From an optimization exercise on the open Yosys and OpenROAD flow, aimed at small area, a short achievable clock period and few clock cycles; shortcuts taken in it are not production practice.
RTL that was checked went through simulation tests only; none was proved equivalent to the original.

## GCD
module GCD(
    input         clk,
    input         rst,         
    input         start,       
    input  [15:0] a_in,
    input  [15:0] b_in,
    output        done,        
    output [15:0] Gcd,
    output [55:0] seg          
    );
Settings: LEC_CHECK=0, ABC_CLOCK_PERIOD_IN_PS=9000, CAP_MARGIN=20, CORE_MARGIN=2, CORE_UTILIZATION=40, SLEW_MARGIN=20; clock period 38.0 ns.
run.sh (not shown) runs the stock make flow with config.mk's settings and CLKGATE_MAP_FILE= SYNTH_SCRIPT=/design/flow/synth_recipe.tcl, a recipe that flattens the netlist after the stock synthesis.
Rerun with:
--- a/flow/config.mk
+++ b/flow/config.mk
@@ -7,3 +7,3 @@
 export LEC_CHECK = 0
-export ABC_CLOCK_PERIOD_IN_PS = 9000
+export ABC_AREA = 1
 export CAP_MARGIN = 20
Routed wire length went down by 7.3%.
Via count went down by 0.46%.
Setup slack is better by 1.1 ns.
Synthesized cell count went up by 17%.
Cell area went down by 1.4%.
No run of this note included a check of the RTL's function; only the layout flow was run.

GCD, a different RTL version from the one above (not shown whole).
Size: about 1,800 cells after synthesis, ~74 flip-flops, roughly 11,000 um2 of cells after synthesis.
export LEC_CHECK = 0
export ABC_AREA = 1
export CAP_MARGIN = 20
export CORE_MARGIN = 2
export CORE_UTILIZATION = 40
export SLEW_MARGIN = 20
create_clock -name core_clock -period 38.0 [get_ports {clk}]
The baseline finished clean.
Testbench counts at the start, summed over its fixed seeds: cycles 20,374.
Next try:
--- a/flow/config.mk
+++ b/flow/config.mk
@@ -11 +11,3 @@
-export CORE_UTILIZATION = 40
+export CORE_UTILIZATION = 65
+export CTS_BUF_LIST = sky130_fd_sc_hd__clkbuf_8
+export PLACE_DENSITY = 0.8
The changed run completed without violations.
Synthesized cell count stays the same.
Design area decreases by 2.4%.
Final cell count came out lower by about 7%.
Synthesized area stays the same.

wip/sierra:
The RTL this note starts from:
==> flow/design.v <==
`timescale 1ns / 1ps
module GCD(
    input         clk,
    input         rst,         
    input         start,       
    input  [15:0] a_in,
    input  [15:0] b_in,
    output        done,        
    output [15:0] Gcd,
    output [55:0] seg          
    );
    localparam STEPS = 3;      
    reg [16:0] F, G;
    reg [1:0]  D;
    reg [3:0]  K;
    reg        Busy;
    reg        Slow;           
    reg        Low;            
    reg [2:0]  Cnt;            
    reg        DoneReg;
    reg [34:0] Sg;             
    function [39:0] gstep(input [16:0] f, input [16:0] g, input [1:0] d,
                          input [3:0] k);
        reg        sub, swap, odd2;
        reg [15:0] sq;
        reg [17:0] x;
        reg [16:0] fo, go;
        reg [1:0]  dx, dq;
        reg [3:0]  dw;
        reg [1:0]  sh, dec;
        begin
            sub  = !(f[1] ^ g[1]);
            sq   = {g[16], g[16:2]} + ({f[16], f[16:2]} ^ {16{sub}}) + 16'd1;
            swap = d[1];
            odd2 = f[0] && g[0];
            x    = odd2 ? {sq[15], sq, 1'b0}
                 : (f[0] || !g[0]) ? {g[16], g} : {f[16], f};
            sh   = (!f[0] || x[1]) ? 2'd1 : x[2] ? 2'd2 : 2'd3;
            go   = (sh == 2'd1) ? x[17:1]
                 : (sh == 2'd2) ? {x[17], x[17:2]} : {{2{x[17]}}, x[17:3]};
            fo   = !f[0] ? (g[0] ? g : {f[16], f[16:1]})
                         : (odd2 && swap) ? g : f;
            dx   = ((!f[0] && g[0]) || (odd2 && swap)) ? ~d : d;
            dec  = !f[0] ? 2'd0 : (odd2 && swap) ? sh - 2'd1 : sh;
            dw   = {{2{dx[1]}}, dx} - {2'd0, dec};
            dq   = (dw[3] && dw[2:1] != 2'b11) ? 2'b10 : dw[1:0];
            gstep = {fo, go, dq, k + {3'd0, !f[0] && !g[0]}};
        end
    endfunction
    reg [16:0] fn, gn, fp, gp;
    reg [1:0]  dn;
    reg [3:0]  kn, kp;
    integer s;
    always @* begin
        fn = F; gn = G; dn = D; kn = K;
        fp = F; gp = G; kp = K;
        for (s = 0; s < STEPS; s = s + 1) begin
            if (s == STEPS - 1) begin fp = fn; gp = gn; kp = kn; end
            {fn, gn, dn, kn} = gstep(fn, gn, dn, kn);
        end
    end
    wire [16:0] Xfg   = fp ^ gp;
    wire        TermP = ((gp == 17'd0) && (fp[0] || fp == 17'd0))
                     || (fp[0] && gp[0] && (&Xfg[16:1] || !(|Xfg[16:1])));
    wire [16:0] Absf  = {fp[16:1] ^ {16{fp[16]}}, fp[0]};
    wire        Big16 = |Absf[15:12];
    wire        Big   = |Absf[15:8];
    wire        Fast  = !Big && (kp == 4'd0);
    function [3:0] add3(input [3:0] x);
        case (x)
            4'd5: add3 = 4'd8;
            4'd6: add3 = 4'd9;
            4'd7: add3 = 4'd10;
            4'd8: add3 = 4'd11;
            4'd9: add3 = 4'd12;
            default: add3 = x;
        endcase
    endfunction
    function [9:0] bcd8(input [7:0] v);
        reg [11:0] r;
        integer i;
        begin
            r = 12'd0;
            for (i = 7; i >= 0; i = i - 1) begin
                r[3:0] = add3(r[3:0]);
                r[7:4] = add3(r[7:4]);
                r = {r[10:0], v[i]};
            end
            bcd8 = r[9:0];
        end
    endfunction
    function [18:0] dabble(input [18:0] d, input bit_in);
        dabble = {d[17:16],
                  add3(d[15:12]), add3(d[11:8]), add3(d[7:4]), add3(d[3:0]),
                  bit_in};
    endfunction
    wire [7:0] V8 = Big16 ? Absf[15:8] : Big ? Absf[11:4] : Absf[7:0];
    wire [9:0] B8 = bcd8(V8);
    function [4:0] zflags(input [18:0] d);
        reg z4, z3, z2, z1, z0;
        begin
            z4 = (d[18:16] == 3'd0);
            z3 = z4 && (d[15:12] == 4'd0);
            z2 = z3 && (d[11:8] == 4'd0);
            z1 = z2 && (d[7:4] == 4'd0);
            z0 = z1 && (d[3:0] == 4'd0);
            zflags = {z4, z3, z2, z1, z0};
        end
    endfunction
    function [6:0] seg7(input blank, input [3:0] x);
        reg a, b, c, d, e, f, g;
        begin
            a = (!x[3] && !x[2] && !x[1] && x[0]) || (x[2] && !x[1] && !x[0]);
            b = x[2] && (x[1] ^ x[0]);
            c = !x[2] && x[1] && !x[0];
            d = a || (x[2] && x[1] && x[0]);
            e = x[0] || (x[2] && !x[1]);
            f = (!x[3] && !x[2] && (x[1] || x[0])) || (x[2] && x[1] && x[0]);
            g = (!x[3] && !x[2] && !x[1]) || (x[2] && x[1] && x[0]);
            seg7 = {g, f, e, d, c, b, a} | {7{blank}};
        end
    endfunction
    function [3:0] unseg7(input [6:0] s);
        reg a, b, c, d, e, f, g;
        begin
            {g, f, e, d, c, b, a} = s;
            unseg7 = {!a && !b && !c && !d && !f && !g,
                      (b && !c) || (a && !f) || (g && f && !a),
                      (f && !(g && a)) || (b && !e),
                      e && !c && !(a && !f)};
        end
    endfunction
    function [34:0] segs(input [18:0] d, input [4:0] z);
        segs = {seg7(z[4], {1'b0, d[18:16]}), seg7(z[3], d[15:12]),
                seg7(z[2], d[11:8]), seg7(z[1], d[7:4]), seg7(z[0], d[3:0])};
    endfunction
    wire [3:0]  Dg4 = unseg7(Sg[34:28]);
    wire [18:0] Dg  = {Dg4[2:0], unseg7(Sg[27:21]), unseg7(Sg[20:14]),
                       unseg7(Sg[13:7]), unseg7(Sg[6:0])};
    assign seg  = {7'h7F, 7'h7F, 7'h7F, Sg};
    assign Gcd  = F[15:0];
    assign done = DoneReg;
    wire Conv = Busy && !Slow && TermP;
    wire [18:0] DgNext = dabble(Dg, Low ? F[Cnt] : 1'b0);
    always @(posedge clk) begin
        G <= Busy ? gn : {1'b0, b_in};
        D <= Busy ? dn : 2'd0;
        if (!Busy) begin
            F <= {1'b0, a_in};
            K <= 4'd0;
        end else if (Slow) begin
            if (!Low) begin
                F <= {F[15:0], 1'b0};
                K <= K - 4'd1;
            end
        end else begin
            F <= Conv ? Absf : fn;
            K <= kn;
        end
        Sg <= segs(Slow ? DgNext : {9'd0, B8},
                   Slow ? zflags(DgNext)
                        : {2'b11, V8 < 8'd100, V8 < 8'd10, V8 == 8'd0});
        if (Slow) Cnt <= Cnt - 3'd1;
        else      Cnt <= {Big16, 2'b11};
        if (rst) begin
            Busy    <= 1'b0;
            Slow    <= 1'b0;
            DoneReg <= 1'b0;
        end else begin
            DoneReg <= 1'b0;
            if (start) begin
                Busy <= 1'b1;
            end else if (Slow) begin
                if (Low) begin
                    if (Cnt == 3'd0) begin
                        Low <= 1'b0;
                        if (K == 4'd0) begin
                            Slow    <= 1'b0;
                            Busy    <= 1'b0;
                            DoneReg <= 1'b1;
                        end
                    end
                end else if (K == 4'd1) begin
                    Slow    <= 1'b0;
                    Busy    <= 1'b0;
                    DoneReg <= 1'b1;
                end
            end else if (Conv) begin
                if (Fast) begin
                    Busy    <= 1'b0;
                    DoneReg <= 1'b1;
                end else begin
                    Slow <= 1'b1;
                    Low  <= Big;
                end
            end
        end
    end
endmodule
export LEC_CHECK = 0
export ABC_AREA = 1
export CAP_MARGIN = 20
export CORE_MARGIN = 2
export CORE_UTILIZATION = 40
export CTS_BUF_LIST = sky130_fd_sc_hd__clkbuf_8
export SLEW_MARGIN = 20
create_clock -name core_clock -period 38.0 [get_ports {clk}]
standard.sh (not shown) runs the stock make flow with config.mk's settings and CLKGATE_MAP_FILE= SYNTH_SCRIPT=/design/flow/synth_recipe.tcl, a recipe that flattens the netlist after the stock synthesis.
==> flow/flow/run.sh <==
#!/bin/bash
set -euo pipefail
bash standard.sh finish SETUP_SLACK_MARGIN=29 \
    "BUFFER_PORTS_ARGS=-buffer_cell sky130_fd_sc_hd__buf_1" > standard.log 2>&1
wip/sierra completed end to end with timing, DRC and antenna clean.
Testbench counts of wip/sierra, summed over its fixed seeds: cycles 18,861.
Setup changes, wip/sierra to wip/ember
Settings: CORE_UTILIZATION now 55, was 40; PLACE_DENSITY now 0.7, previously not set.
--- a/flow/flow/run.sh
+++ b/flow/flow/run.sh
@@ -3 +3 @@
-bash standard.sh finish SETUP_SLACK_MARGIN=29 \
+bash standard.sh finish SETUP_SLACK_MARGIN=29.4 \
wip/ember: no failed stages, no open violations at the end. [compare] base=wip/sierra new=wip/ember: ratio of final minimum period to clock period down 0.49 points; transition time at the pin with the least slew margin moved up; via count of the first global-routing pass now sits lower. The run showing the smaller wire length on met3 is wip/sierra. The final reports for wip/ember and wip/sierra show final wirelength lower in the former. Synthesized cell count across wip/ember and wip/sierra: no real change. Of wip/ember and wip/sierra, the run reporting the lower sum of buffers and inverters on the critical path was wip/sierra. wip/ember leaves more setup margin than wip/sierra.
## Diff of input files: wip/indigo against wip/ember
Settings: PLACE_DENSITY no longer set, was 0.7; CORE_UTILIZATION now 40, was 55.
==> flow/flow/run.sh <==
#!/bin/bash
set -euo pipefail
bash standard.sh finish SETUP_SLACK_MARGIN=29 > standard.log 2>&1
## What came out
wip/indigo: inserted tap cell count about 40% above wip/ember. The timing endpoint of the critical path comes out Gcd[1] in one run and Gcd[3] in the other, namely in wip/ember and wip/indigo respectively. Total wire length for wip/indigo: 4.6% up relative to wip/ember. wip/ember → wip/indigo: combined buffer and inverter count along the critical path moved down; setup slack of the critical path after layout lost 0.21 ns. Sort wip/indigo and wip/ember by number of non-clock buffers in the layout desc -> top: wip/ember.
#### Input delta (wip/lagoon over wip/indigo)
==> flow/flow/run.sh <==
#!/bin/bash
set -euo pipefail
bash standard.sh finish SETUP_SLACK_MARGIN=29.6 \
    "BUFFER_PORTS_ARGS=-buffer_cell sky130_fd_sc_hd__buf_1" > standard.log 2>&1
--- outcome ---
Of wip/indigo and wip/lagoon, the lower cell area belongs to wip/indigo.
Total area of multi-input combinational cells came out higher on wip/lagoon than on wip/indigo.
wip/lagoon has total iterations of the first detailed-routing run below what wip/indigo had.
NOTE: global-route track usage on met3 in wip/lagoon exceeds that of wip/indigo
wip/lagoon -> wip/indigo: max-slew violation count flat
Taking wip/indigo as the reference, in wip/lagoon final period demand of the worst path shows a reduction of 0.37 ns, worst hold slack after final layout barely changed, met3 routed wirelength grew by 2.4%.
~same global-route usage in wip/indigo and wip/lagoon
wip/lagoon drops more vias than wip/indigo.
For wip/tundra, these inputs were changed with respect to wip/lagoon:
==> flow/run.sh (new file) <==
#!/bin/bash
# synth_recipe.tcl (not shown) runs the flow's synth.tcl, then flattens the netlist and writes it again
# the make line also repeats each setting of config.mk as NAME=value (left out here)
make -C /OpenROAD-flow-scripts/flow DESIGN_CONFIG=/design/flow/config.mk WORK_HOME=/design/flow/orfs CLKGATE_MAP_FILE= SYNTH_SCRIPT=/design/flow/synth_recipe.tcl finish
removed: flow/flow/run.sh
removed: flow/standard.sh
### Flow results
Taking wip/lagoon as the reference point, the final core area utilization of wip/tundra falls by 2.0 points.
Compared with wip/lagoon, wip/tundra shows a sequential share of layout area that is 0.28 points higher.
wip/tundra against wip/lagoon: overall via count from detail_route -4.5%; setup slack fell 1.17 ns; number of signal-net inverters in the final layout was more or less identical.
Measured against each other, wip/tundra and wip/lagoon differ in final critical-path required period, the higher figure coming from wip/tundra.
Relative to wip/lagoon, the non-clock buffer share of cell area of wip/tundra is lower by 2.2 points.
The final period utilization in wip/tundra sits 3.1 points above the value recorded for wip/lagoon.
Looking at wip/tundra and wip/lagoon, the hold slack is a wash.
A type of the worst setup path of register to register is what wip/tundra shows, while register to output port belongs to wip/lagoon.
Looking at wip/tundra and wip/lagoon, the clock skew is a wash.

## static timing again, ports no longer ideal
How much do the figures lean on ideal ports? The routed layouts below were timed once more, with nothing changed but the port constraints. Step 1 assumes that a clkbuf_16 drives the clock port and a buf_2 every other input. Step 2 moves the port delays by t, midway between the first and last clock arrival at a register: inputs arrive t later, outputs are due t later. That takes back most of the time a late clock gives input paths. a / b / c = ideal ports / drivers / drivers and shift; a / b = the first two.
| run | shift t [ns] | setup WS [ns] | hold WS [ns] | latest minus earliest clock arrival (ns) | worst data-port slew with drivers (ns) |
|---|---|---|---|---|---|
| the first run of note 1 | 0.409 | 25.543 / 25.543 / 25.543 | 0.472 / 0.472 / 0.472 | 0.017 / 0.017 | 0.05 |
| the second run of note 1 | 0.409 | 26.620 / 26.572 / 26.981 | 0.446 / 0.446 / 0.446 | 0.012 / 0.013 | 0.06 |
| the first run of note 2 | 0.370 | 28.372 / 28.335 / 28.705 | 0.452 / 0.452 / 0.452 | 0.013 / 0.013 | 0.08 |
| the second run of note 2 | 0.390 | 28.326 / 28.291 / 28.680 | 0.485 / 0.485 / 0.485 | 0.017 / 0.017 | 0.04 |
| wip/sierra | 0.396 | 29.060 / 29.027 / 29.422 | 0.448 / 0.448 / 0.448 | 0.018 / 0.017 | 0.05 |
| wip/ember | 0.405 | 29.247 / 29.208 / 29.572 | 0.454 / 0.454 / 0.454 | 0.013 / 0.014 | 0.07 |
| wip/indigo | 0.409 | 29.041 / 29.005 / 29.194 | 0.451 / 0.451 / 0.451 | 0.011 / 0.010 | 0.06 |
| wip/lagoon | 0.399 | 29.414 / 29.380 / 29.538 | 0.451 / 0.451 / 0.451 | 0.015 / 0.014 | 0.05 |
| wip/tundra | 0.409 | 28.243 / 28.243 / 28.243 | 0.453 / 0.453 / 0.453 | 0.013 / 0.014 | 0.06 |
After both steps setup and hold are still met in every run listed.
